From an optimization exercise on the open Yosys and OpenROAD flow, aimed at small area and few clock cycles; shortcuts taken in it are not production practice.
The RTL was checked by simulation tests, not by an equivalence proof against the original design.
Power figures rest on the tool's default switching activity, not on a simulated workload.

==> inputs of run a <==
## cpu
module cpu (
    input         clk,
    input         reset,
    output [31:0] iaddr,
    input  [31:0] idata,
    output [31:0] daddr,
    input  [31:0] drdata,
    output [31:0] dwdata,
    output [3:0]  dwe
);
export LEC_CHECK = 0
export CAP_MARGIN = 20
export CORE_MARGIN = 2
export CORE_UTILIZATION = 55
export CTS_BUF_LIST = sky130_fd_sc_hd__clkbuf_8
export CTS_CLUSTER_DIAMETER = 80
export CTS_CLUSTER_SIZE = 16
export SLEW_MARGIN = 20
export SYNTH_HIERARCHICAL = 1
create_clock -name core_clock -period 15.0 [get_ports {clk}]
run.sh (not shown) runs the stock make flow with config.mk's settings and CLKGATE_MAP_FILE= SYNTH_SCRIPT=/design/flow/synth_recipe.tcl, a recipe that flattens the netlist after the stock synthesis.
==> run b: changes against run a <==
--- a/flow/design.v
+++ b/flow/design.v
@@ -41,26 +41,28 @@
             end
             always @(posedge clk) x <= d;
             assign q[i] = x;
         end
     endgenerate
     wire [31:0] pcw = {pc, 2'b00};
     generate
         for (b = 0; b < 32; b = b + 1) begin : rb
-            wire [10:0] g1, g2;
+            wire [11:0] g1;
+            wire [10:0] g2;
             for (i = 0; i < 10; i = i + 1) begin : t
                 g_aoi222 a (.a1(s1[3*i+1]), .a2(q[3*i+1][b]), .b1(s1[3*i+2]), .b2(q[3*i+2][b]),
                             .c1(s1[3*i+3]), .c2(q[3*i+3][b]), .y(g1[i]));
                 g_aoi222 c (.a1(s2[3*i+1]), .a2(q[3*i+1][b]), .b1(s2[3*i+2]), .b2(q[3*i+2][b]),
                             .c1(s2[3*i+3]), .c2(q[3*i+3][b]), .y(g2[i]));
             end
-            g_aoi22  a10 (.a1(s1[31]), .a2(q[31][b]), .b1(pc_sel), .b2(pcw[b]), .y(g1[10]));
+            g_nand2  a10 (.a(s1[31]), .b(q[31][b]), .y(g1[10]));
+            g_nand2  a11 (.a(pc_sel), .b(pcw[b]), .y(g1[11]));
             g_nand2  c10 (.a(s2[31]), .b(q[31][b]), .y(g2[10]));
-            g_nand11 o1 (.g(g1), .y(rv1[b]));
+            g_nand12 o1 (.g(g1), .y(rv1[b]));
             g_nand11 o2 (.g(g2), .y(rv2[b]));
         end
     endgenerate
     wire        s31 = ins[31];
     wire        sub = o_br | (o_alu & ~f3[2] & f3[1]) | (o_op & ins[30] & f3 == 3'd0);
     wire [31:0] opb;
     dp_opb ob (.ins(ins), .rv2(rv2), .sub(sub), .use_rv2(o_op | o_br), .o_u(o_u), .o_jal(o_jal), .o_st(o_st), .opb(opb));
     wire [31:0] p, g, sum;
@@ -70,26 +72,28 @@
     wire        lt_s = p[31] ? sum[31] : rv1[31];
     wire        eq   = allp;           
     wire [31:0] shn;
     alu_shift shf (.a(rv1), .sh(opb[4:0]), .left(~f3[2]), .fill(ins[30] & rv1[31]), .yn(shn));
     wire [31:2] link, btgt;
     dp_pc pcu (.pc(pc), .ins(ins), .link(link), .btgt(btgt));
     wire        cond = f3[2] ? (f3[1] ? lt_u : lt_s) : eq;
     wire        taken = o_br & (cond ^ f3[0]);
-    always @(posedge clk) begin
-        if (reset)
-            pc <= 30'd0;
-        else if (o_jmp)
-            pc <= sum[31:2];
-        else if (taken)
-            pc <= btgt;
-        else
-            pc <= link;
-    end
+    wire        pj = ~reset & o_jmp;
+    wire        pt = ~reset & ~o_jmp & taken;
+    wire        pn = ~reset & ~o_jmp & ~taken;
+    wire [31:2] pc_d;
+    genvar k;
+    generate for (k = 2; k < 32; k = k + 1) begin : pn_
+        wire y;
+        g_aoi222 m (.a1(pj), .a2(sum[k]), .b1(pt), .b2(btgt[k]), .c1(pn), .c2(link[k]), .y(y));
+        g_inv    n (.a(y), .y(pc_d[k]));
+    end endgenerate
+    always @(posedge clk)
+        pc <= pc_d;
     wire r_sum = o_u | (o_alu & f3 == 3'd0);
     wire r_sh  = o_alu & f3[1:0] == 2'b01;
     wire r_slt = o_alu & f3[2:1] == 2'b01;
     wire r_x   = o_alu & f3 == 3'd4;
     wire r_or  = o_alu & f3 == 3'd6;
     wire r_and = o_alu & f3 == 3'd7;
     wire lt    = f3[0] ? lt_u : lt_s;
     dp_wb wbm (.sum(sum), .shn(shn), .p(p), .g(g), .drdata(drdata), .link(link), .f3(f3),
@@ -112,39 +116,39 @@
     input  [31:0] b,        
     input         cin,
     output [31:0] p,        
     output [31:0] g,        
     output [31:0] sum,
     output        cout,
     output        allp      
 );
-    assign p = a ^ b;
-    assign g = a & b;
     wire [8:0]  C;
     wire [7:0]  P;
     wire [31:0] c;
     assign C[0] = cin;
-    genvar j;
-    generate for (j = 0; j < 8; j = j + 1) begin : blk
-        wire [3:0] pp = p[4*j+3:4*j];
-        wire [3:0] gg = g[4*j+3:4*j];
-        wire G1 = gg[1] | pp[1] & gg[0];
-        wire G2 = gg[2] | pp[2] & G1;
-        wire G3 = gg[3] | pp[3] & G2;
-        wire P1 = pp[1] & pp[0];
-        wire P2 = pp[2] & P1;
-        assign P[j] = pp[3] & P2;
-        assign c[4*j]   = C[j];
-        assign c[4*j+1] = gg[0] | pp[0] & C[j];
-        assign c[4*j+2] = G1 | P1 & C[j];
-        assign c[4*j+3] = G2 | P2 & C[j];
-        assign C[j+1]   = G3 | P[j] & C[j];
-    end endgenerate
-    assign sum  = p ^ c;
+    genvar i, j;
+    generate
+        for (i = 0; i < 32; i = i + 1) begin : h
+            g_ha m (.a(a[i]), .b(b[i]), .s(p[i]), .c(g[i]));
+            g_xor2 x (.a(p[i]), .b(c[i]), .y(sum[i]));
+        end
+        for (j = 0; j < 8; j = j + 1) begin : blk
+            wire G1, G2, G3;
+            g_a21o m1 (.a(p[4*j+1]), .b(g[4*j]),   .c(g[4*j+1]), .y(G1));
+            g_a21o m2 (.a(p[4*j+2]), .b(G1),       .c(g[4*j+2]), .y(G2));
+            g_a21o m3 (.a(p[4*j+3]), .b(G2),       .c(g[4*j+3]), .y(G3));
+            g_and4 mp (.a(p[4*j]), .b(p[4*j+1]), .c(p[4*j+2]), .d(p[4*j+3]), .y(P[j]));
+            g_a21o mc (.a(P[j]), .b(C[j]), .c(G3), .y(C[j+1]));
+            assign c[4*j] = C[j];
+            g_a21o c1 (.a(p[4*j]),   .b(C[j]),     .c(g[4*j]),   .y(c[4*j+1]));
+            g_a21o c2 (.a(p[4*j+1]), .b(c[4*j+1]), .c(g[4*j+1]), .y(c[4*j+2]));
+            g_a21o c3 (.a(p[4*j+2]), .b(c[4*j+2]), .c(g[4*j+2]), .y(c[4*j+3]));
+        end
+    endgenerate
     assign cout = C[8];
     assign allp = &P;
 endmodule
 module alu_shst #(parameter K = 1, parameter Z = 0) (
     input  [31:0] x,
     input         n, r, l,
     input         f,
     output [31:0] y
@@ -188,16 +192,19 @@
     assign y = ~((a1 & a2) | (b1 & b2));
 endmodule
 module g_nand2(input a, b, output y);
     assign y = ~(a & b);
 endmodule
 module g_nand11(input [10:0] g, output y);
     assign y = ~&g;
 endmodule
+module g_nand12(input [11:0] g, output y);
+    assign y = ~&g;
+endmodule
 module rf_pre2(input [1:0] a, output [3:0] y);
     assign y = {a[1] & a[0], a[1] & ~a[0], ~a[1] & a[0], ~a[1] & ~a[0]};
 endmodule
 module rf_pre3(input [2:0] a, input en, output [7:0] y);
     genvar i;
     generate for (i = 0; i < 8; i = i + 1) begin : d
         assign y[i] = en & (a == i);
     end endgenerate
@@ -226,16 +233,32 @@
     assign y = ~(~an & b);
 endmodule
 module g_nand4(input a, b, c, d, output y);
     assign y = ~(a & b & c & d);
 endmodule
 module g_xnor2(input a, b, output y);
     assign y = ~(a ^ b);
 endmodule
+module g_ha(input a, b, output s, c);
+    assign s = a ^ b;
+    assign c = a & b;
+endmodule
+module g_a21o(input a, b, c, output y);
+    assign y = (a & b) | c;
+endmodule
+module g_and4(input a, b, c, d, output y);
+    assign y = a & b & c & d;
+endmodule
+module g_xor2(input a, b, output y);
+    assign y = a ^ b;
+endmodule
+module g_inv(input a, output y);
+    assign y = ~a;
+endmodule
 module dp_opb(
     input  [31:0] ins,
     input  [31:0] rv2,
     input         sub,
     input         use_rv2,
     input         o_u,
     input         o_jal,
     input         o_st,
==> flow/flow/run.sh (new file) <==
#!/bin/bash
# Layout: the standard flow (standard.sh, with config.mk's settings) with
# two changes:
#  - the input and output ports are buffered with buf_1 cells rather than the
#    resizer's default pick (a delay cell);
#  - the clock tree is built without dummy loads.
# make's full output goes to standard.log here; each ORFS step also keeps its
# own log under orfs/logs/.
set -euo pipefail
bash standard.sh \
  "BUFFER_PORTS_ARGS=-buffer_cell sky130_fd_sc_hd__buf_1" \
  "CTS_ARGS=-sink_clustering_enable -repair_clock_nets -dont_use_dummy_load -buf_list sky130_fd_sc_hd__clkbuf_8 -sink_clustering_size 16 -sink_clustering_max_diameter 80" \
  finish > standard.log 2>&1
==> flow/standard.sh (new file) <==
#!/bin/bash
# synth_recipe.tcl (not shown) runs the flow's synth.tcl, then flattens the netlist and writes it again
# the make line also repeats each setting of config.mk as NAME=value (left out here)
make -C /OpenROAD-flow-scripts/flow DESIGN_CONFIG=/design/flow/config.mk WORK_HOME=/design/flow/orfs CLKGATE_MAP_FILE= SYNTH_SCRIPT=/design/flow/synth_recipe.tcl "${@:-finish}"
CORE_UTILIZATION = 50   (was 55)
removed: flow/run.sh
==> out/qor.yml <==
status: "complete, no violations"
switching_power_mw: 2.39
finalCritPeriodShare_pct: 91.8
setup_slack_ps: 1220
layout.nonclk_buf_share_pct: 4.75
That was run b.
==> out/qor.yml <==
finalCritPeriodShare_pct: 91.8
status: "complete, no violations"
switching_power_mw: 2.39
pwr-share-clk_pct: 21.0
arrival_ps: 10770
setup_slack_ps: 1230
That was run a.
Testbench counts of run a, summed over its fixed seeds: cycles 111,036.
Testbench counts of run b, summed over its fixed seeds: cycles 111,036.

## separate check: timing with driven ports
The results above use ideal ports. As a check the final layouts listed here were re-extracted and re-timed, cells and wires unchanged.
Step 1 assumes that a clkbuf_16 drives the clock port and a buf_2 every other input.
Step 2 times the ports against the registers' clock, not the clock port: input delays grow and output delays shrink by t, the midpoint of the rising clock arrivals with the driver on.
Three values: ideal, step 1, step 2; two values: the first two.
| run | shift t [ns] | slack for setup (ns) | worst setup path at the end | clock arrival spread, ns |
|---|---|---|---|---|
| run a | 0.840 | 1.233 / 1.208 / 1.208 | input to output | 0.075 / 0.076 |
| run b | 0.843 | 1.223 / 1.195 / 1.195 | input to output | 0.089 / 0.089 |
After both steps every run listed still meets setup and hold. For run b, which loses most, drivers alone change the setup slack by -0.028 ns; drivers and shift together by -0.028 ns.
